This is an optimization exercise on Yosys and OpenROAD, whose aim is small area and a short achievable clock period, not a production implementation.
The RTL was checked by simulation tests, not by an equivalence proof against the original design.
Power and IR drop assume default switching activity.

## red
## counters
module counters(
input wire sysclk,
input wire foo_card,
input wire wfoo0_baz,
input wire wfoo0_blrb,
input wire wfoo0_zz1pb,
input wire [31:0] wfoo0_turn,
input wire debct_baz,
input wire debct_blrb,
input wire debct_zz1pb,
input wire debct_bar,
input wire [31:0] debct_turn,
input wire Z0_bar,
input wire Z0_baz,
input wire Z0_blrb,
input wire Z0_zz1pb,
input wire [31:0] Z0_turn,
input wire Y1_bar,
input wire Y1_baz,
input wire Y1_blrb,
input wire Y1_zz1pb,
input wire [31:0] Y1_turn,
input wire X2_bar,
input wire X2_baz,
input wire X2_blrb,
input wire X2_zz1pb,
input wire [31:0] X2_turn,
input wire W3_bar,
input wire W3_baz,
input wire W3_blrb,
input wire W3_zz1pb,
input wire [31:0] W3_turn,
output wire Z0_cwm,
output wire [31:0] Z0,
output wire Y1_cwm,
output wire [31:0] Y1,
output wire X2_cwm,
output wire [31:0] X2,
output wire W3_cwm,
output wire [31:0] W3,
output reg wfoo0_cwm,
output wire [31:0] wfoo0_llwln,
output wire debct_cwm,
output reg debct_pull,
output wire [31:0] debct,
output wire wdfilecardA2P
);
  wire debct_exp, z0_exp, y1_exp, x2_exp, w3_exp;
  counters_tmr t_debct(.clk(sysclk), .rst(foo_card), .baz(debct_baz), .blrb(debct_blrb),
    .bar(debct_bar), .zz1pb(debct_zz1pb), .turn(debct_turn), .cnt(debct), .cwm(debct_cwm),
    .expire(debct_exp));
  counters_tmr t_Z0(.clk(sysclk), .rst(foo_card), .baz(Z0_baz), .blrb(Z0_blrb),
    .bar(Z0_bar), .zz1pb(Z0_zz1pb), .turn(Z0_turn), .cnt(Z0), .cwm(Z0_cwm),
    .expire(z0_exp));
  counters_tmr t_Y1(.clk(sysclk), .rst(foo_card), .baz(Y1_baz), .blrb(Y1_blrb),
    .bar(Y1_bar), .zz1pb(Y1_zz1pb), .turn(Y1_turn), .cnt(Y1), .cwm(Y1_cwm),
    .expire(y1_exp));
  counters_tmr t_X2(.clk(sysclk), .rst(foo_card), .baz(X2_baz), .blrb(X2_blrb),
    .bar(X2_bar), .zz1pb(X2_zz1pb), .turn(X2_turn), .cnt(X2), .cwm(X2_cwm),
    .expire(x2_exp));
  counters_tmr t_W3(.clk(sysclk), .rst(foo_card), .baz(W3_baz), .blrb(W3_blrb),
    .bar(W3_bar), .zz1pb(W3_zz1pb), .turn(W3_turn), .cnt(W3), .cwm(W3_cwm),
    .expire(w3_exp));
  reg [31:0] wd_cnt;
  reg wd_armed, wd_mark, wd_a2p;
  ...
Size in the first run: about 420 I/O pins.
==> module counters_tmr, before the edit <==
module counters_tmr(
input wire clk,
input wire rst,
input wire baz,
input wire blrb,
input wire bar,
input wire zz1pb,
input wire [31:0] turn,
output reg [31:0] cnt,
output reg cwm,
output wire expire
);
  reg armed;
  wire c_z0_1 = ~cnt[1] & ~cnt[0];
  wire c_z2_3 = ~cnt[3] & ~cnt[2];
  wire c_z4_5 = ~cnt[5] & ~cnt[4];
  wire c_z6_7 = ~cnt[7] & ~cnt[6];
  wire c_z8_9 = ~cnt[9] & ~cnt[8];
  wire c_z10_11 = ~cnt[11] & ~cnt[10];
  wire c_z12_13 = ~cnt[13] & ~cnt[12];
  wire c_z14_15 = ~cnt[15] & ~cnt[14];
  wire c_z16_17 = ~cnt[17] & ~cnt[16];
  wire c_z18_19 = ~cnt[19] & ~cnt[18];
  wire c_z20_21 = ~cnt[21] & ~cnt[20];
  wire c_z22_23 = ~cnt[23] & ~cnt[22];
  wire c_z24_25 = ~cnt[25] & ~cnt[24];
  wire c_z26_27 = ~cnt[27] & ~cnt[26];
  wire c_z28_29 = ~cnt[29] & ~cnt[28];
  wire c_z30_31 = ~cnt[31] & ~cnt[30];
  wire c_z0_2 = ~cnt[2] & c_z0_1;
  wire c_z0_3 = c_z2_3 & c_z0_1;
  wire c_z4_6 = ~cnt[6] & c_z4_5;
  wire c_z4_7 = c_z6_7 & c_z4_5;
  wire c_z8_10 = ~cnt[10] & c_z8_9;
  wire c_z8_11 = c_z10_11 & c_z8_9;
  wire c_z12_14 = ~cnt[14] & c_z12_13;
  wire c_z12_15 = c_z14_15 & c_z12_13;
  wire c_z16_18 = ~cnt[18] & c_z16_17;
  wire c_z16_19 = c_z18_19 & c_z16_17;
  wire c_z20_22 = ~cnt[22] & c_z20_21;
  wire c_z20_23 = c_z22_23 & c_z20_21;
  wire c_z24_26 = ~cnt[26] & c_z24_25;
  wire c_z24_27 = c_z26_27 & c_z24_25;
  wire c_z28_30 = ~cnt[30] & c_z28_29;
  wire c_z28_31 = c_z30_31 & c_z28_29;
  wire c_z0_4 = ~cnt[4] & c_z0_3;
  wire c_z0_5 = c_z4_5 & c_z0_3;
  wire c_z0_6 = c_z4_6 & c_z0_3;
  wire c_z0_7 = c_z4_7 & c_z0_3;
  wire c_z8_12 = ~cnt[12] & c_z8_11;
  wire c_z8_13 = c_z12_13 & c_z8_11;
  wire c_z8_14 = c_z12_14 & c_z8_11;
  wire c_z8_15 = c_z12_15 & c_z8_11;
  wire c_z16_20 = ~cnt[20] & c_z16_19;
  wire c_z16_21 = c_z20_21 & c_z16_19;
  wire c_z16_22 = c_z20_22 & c_z16_19;
  wire c_z16_23 = c_z20_23 & c_z16_19;
  wire c_z24_28 = ~cnt[28] & c_z24_27;
  wire c_z24_29 = c_z28_29 & c_z24_27;
  wire c_z24_30 = c_z28_30 & c_z24_27;
  wire c_z24_31 = c_z28_31 & c_z24_27;
  wire c_z0_8 = ~cnt[8] & c_z0_7;
  wire c_z0_9 = c_z8_9 & c_z0_7;
  wire c_z0_10 = c_z8_10 & c_z0_7;
  wire c_z0_11 = c_z8_11 & c_z0_7;
  wire c_z0_12 = c_z8_12 & c_z0_7;
  wire c_z0_13 = c_z8_13 & c_z0_7;
  wire c_z0_14 = c_z8_14 & c_z0_7;
  wire c_z0_15 = c_z8_15 & c_z0_7;
  wire c_z16_24 = ~cnt[24] & c_z16_23;
  wire c_z16_25 = c_z24_25 & c_z16_23;
  wire c_z16_26 = c_z24_26 & c_z16_23;
  wire c_z16_27 = c_z24_27 & c_z16_23;
  wire c_z16_28 = c_z24_28 & c_z16_23;
  wire c_z16_29 = c_z24_29 & c_z16_23;
  wire c_z16_30 = c_z24_30 & c_z16_23;
  wire c_z16_31 = c_z24_31 & c_z16_23;
  wire c_z0_16 = ~cnt[16] & c_z0_15;
  wire c_z0_17 = c_z16_17 & c_z0_15;
  wire c_z0_18 = c_z16_18 & c_z0_15;
  wire c_z0_19 = c_z16_19 & c_z0_15;
  wire c_z0_20 = c_z16_20 & c_z0_15;
  wire c_z0_21 = c_z16_21 & c_z0_15;
  wire c_z0_22 = c_z16_22 & c_z0_15;
  wire c_z0_23 = c_z16_23 & c_z0_15;
  wire c_z0_24 = c_z16_24 & c_z0_15;
  wire c_z0_25 = c_z16_25 & c_z0_15;
  wire c_z0_26 = c_z16_26 & c_z0_15;
  wire c_z0_27 = c_z16_27 & c_z0_15;
  wire c_z0_28 = c_z16_28 & c_z0_15;
  wire c_z0_29 = c_z16_29 & c_z0_15;
  wire c_z0_30 = c_z16_30 & c_z0_15;
  wire c_z0_31 = c_z16_31 & c_z0_15;
  wire [31:0] c_b;
  assign c_b[0] = 1'b1;
  assign c_b[1] = ~cnt[0];
  assign c_b[2] = c_z0_1;
  assign c_b[3] = c_z0_2;
  assign c_b[4] = c_z0_3;
  assign c_b[5] = c_z0_4;
  assign c_b[6] = c_z0_5;
  assign c_b[7] = c_z0_6;
  assign c_b[8] = c_z0_7;
  assign c_b[9] = c_z0_8;
  assign c_b[10] = c_z0_9;
  assign c_b[11] = c_z0_10;
  assign c_b[12] = c_z0_11;
  assign c_b[13] = c_z0_12;
  assign c_b[14] = c_z0_13;
  assign c_b[15] = c_z0_14;
  assign c_b[16] = c_z0_15;
  assign c_b[17] = c_z0_16;
  assign c_b[18] = c_z0_17;
  assign c_b[19] = c_z0_18;
  assign c_b[20] = c_z0_19;
  assign c_b[21] = c_z0_20;
  assign c_b[22] = c_z0_21;
  assign c_b[23] = c_z0_22;
  assign c_b[24] = c_z0_23;
  assign c_b[25] = c_z0_24;
  assign c_b[26] = c_z0_25;
  assign c_b[27] = c_z0_26;
  assign c_b[28] = c_z0_27;
  assign c_b[29] = c_z0_28;
  assign c_b[30] = c_z0_29;
  assign c_b[31] = c_z0_30;
  wire c_up0 = ~cnt[1] & c_z2_3 & c_z4_7 & c_z8_15 & c_z16_31;
  wire c_zero = c_b[31] & ~cnt[31];
  wire is_one = c_up0 & cnt[0];
  wire turn_nz = |turn;
  wire run = armed & blrb;
  reg nz;
  wire at_zero = ~nz;
  wire load = baz | (run & bar & at_zero);
  wire dec = run & (bar | ~cwm);
  wire shot = ~baz & run & ~bar & ~cwm & is_one;
  assign expire = (~baz & run & bar & at_zero) | shot;
  always @(posedge clk, posedge rst) begin
    if (rst) begin
      cnt <= 32'd0;
      nz <= 1'b0;
      cwm <= 1'b0;
      armed <= 1'b0;
    end else begin
      cnt <= load ? turn : cnt ^ ({32{dec}} & c_b);
      nz <= load ? turn_nz : dec ? ~is_one : nz;
      if (baz) armed <= turn_nz;
      else if (shot) armed <= 1'b0;
      if (~zz1pb) cwm <= 1'b0;
      else if (expire) cwm <= 1'b1;
    end
  end
endmodule
export LEC_CHECK = 0
export CAP_MARGIN = 20
export CORE_MARGIN = 2
export CORE_UTILIZATION = 40
export SETUP_SLACK_MARGIN = 1.4
export SLEW_MARGIN = 20
create_clock -name core_clock -period 3.3 [get_ports {sysclk}]
standard.sh (not shown) runs the stock make flow with config.mk's settings and CLKGATE_MAP_FILE= SYNTH_SCRIPT=/design/flow/synth_recipe.tcl, a recipe that flattens the netlist after the stock synthesis.
==> flow/flow/run.sh <==
#!/bin/bash
# The standard layout (standard.sh), with these changes:
#  - port buffers use the smallest buffer cell (buf_1) instead of the default choice;
#  - if flow/dont_use.txt exists, it replaces the platform's don't-use list
#    (it repeats the platform's list and adds slow wide OR/NOR cells);
#  - if flow/abc.script exists, synthesis is synth_recipe.tcl unchanged except that
#    Yosys's abc call runs that ABC script (flow/synth.tcl);
#  - if flow/post_gpl.tcl exists, it runs after global placement (sizes output port buffers);
#  - each line of flow/make_args.txt (if it exists) is passed to make as VAR=value.
set -uo pipefail
export BUFFER_PORTS_ARGS="-buffer_cell sky130_fd_sc_hd__buf_1"
args=()
if [[ -s flow/dont_use.txt ]]; then
  args+=("DONT_USE_CELLS=$(tr '\n' ' ' < flow/dont_use.txt)")
fi
if [[ -s flow/abc.script ]]; then
  export MY_ABC_SCRIPT="$PWD/flow/abc.script"
  args+=("SYNTH_SCRIPT=$PWD/flow/synth.tcl")
fi
if [[ -s flow/post_gpl.tcl ]]; then
  export POST_GLOBAL_PLACE_TCL="$PWD/flow/post_gpl.tcl"
fi
if [[ -s flow/make_args.txt ]]; then
  while IFS= read -r line; do
    [[ -n "$line" ]] && args+=("$line")
  done < flow/make_args.txt
fi
printf '%s\n' "${args[@]}" > run_args.log
bash standard.sh "${args[@]}" finish > standard.log 2>&1
Other scripts of this flow, unchanged in this note and not shown: flow/flow/abc.script, flow/flow/dont_use.txt, flow/flow/make_args.txt, flow/flow/synth.tcl
red finished end to end and its layout was clean on timing, DRC and antenna.
## Diff of input files: blue against red
--- a/flow/design.v
+++ b/flow/design.v
@@ -130,6 +130,5 @@
   wire turn_nz = |turn;
   wire run = armed & blrb;
-  reg nz;
-  wire at_zero = ~nz;
+  wire at_zero = c_zero;
   wire load = baz | (run & bar & at_zero);
   wire dec = run & (bar | ~cwm);
@@ -139,10 +138,8 @@
     if (rst) begin
       cnt <= 32'd0;
-      nz <= 1'b0;
       cwm <= 1'b0;
       armed <= 1'b0;
     end else begin
       cnt <= load ? turn : cnt ^ ({32{dec}} & c_b);
-      nz <= load ? turn_nz : dec ? ~is_one : nz;
       if (baz) armed <= turn_nz;
       else if (shot) armed <= 1'b0;
blue ended with every stage complete and zero timing, DRC or antenna violations.
The worst slack after detailed placement in blue was lower than what red gave.
Delta (blue minus red): maximum achievable frequency decreased by about 5% relative to the old numbers; post-synth design cell area decreased by 1.4% relative to the old numbers; count of cells resized by post-cts repair increased by 83 relative to the old numbers.
On multi-input combinational cell count: between blue and red, it ends up lower for blue.
Relative to red, count of non-filler cells in the finished layout has gone up in blue.
blue vs red: area enclosed by the die boundary down slightly
STATUS total net switching power: blue loses against red
Core utilization ended up 5.6 points higher on blue than on red.
blue ended up with wd_cnt[17]$_DFF_PP0_ as its worst setup path startpoint; red ended up with t_debct.cnt[17]$_DFF_PP0_.
[blue vs red] core area: lower in blue

## afterwards: timing with drivers on the ports
The results above use ideal ports. As a check the final layouts listed here were re-extracted and re-timed, cells and wires unchanged. Step 1 (the two cells are an assumption about what drives the block):
set clk [get_ports {sysclk}]
set_driving_cell -lib_cell sky130_fd_sc_hd__clkbuf_16 $clk
set_driving_cell -lib_cell sky130_fd_sc_hd__buf_2 [delete_from_list [all_inputs] $clk]
Step 2 times the ports against the registers' clock, not the clock port: input delays grow and output delays shrink by t, the midpoint of the rising clock arrivals with the driver on. a / b / c = no drivers / after step 1 / after step 2; a / b = the first two.
run	shift t [ns]	slack for setup (ns)	latest minus earliest clock arrival (ns)	slew at the worst register clock pin (ns)
red	0.522	1.451 / 1.401 / 1.148	0.032 / 0.032	0.09 / 0.09
blue	0.517	1.358 / 1.342 / 1.033	0.041 / 0.040	0.09 / 0.09
After both steps every run listed still meets setup and hold. The setup slack of blue, which loses most, moves by -0.016 ns with the drivers and by -0.325 ns with both steps.
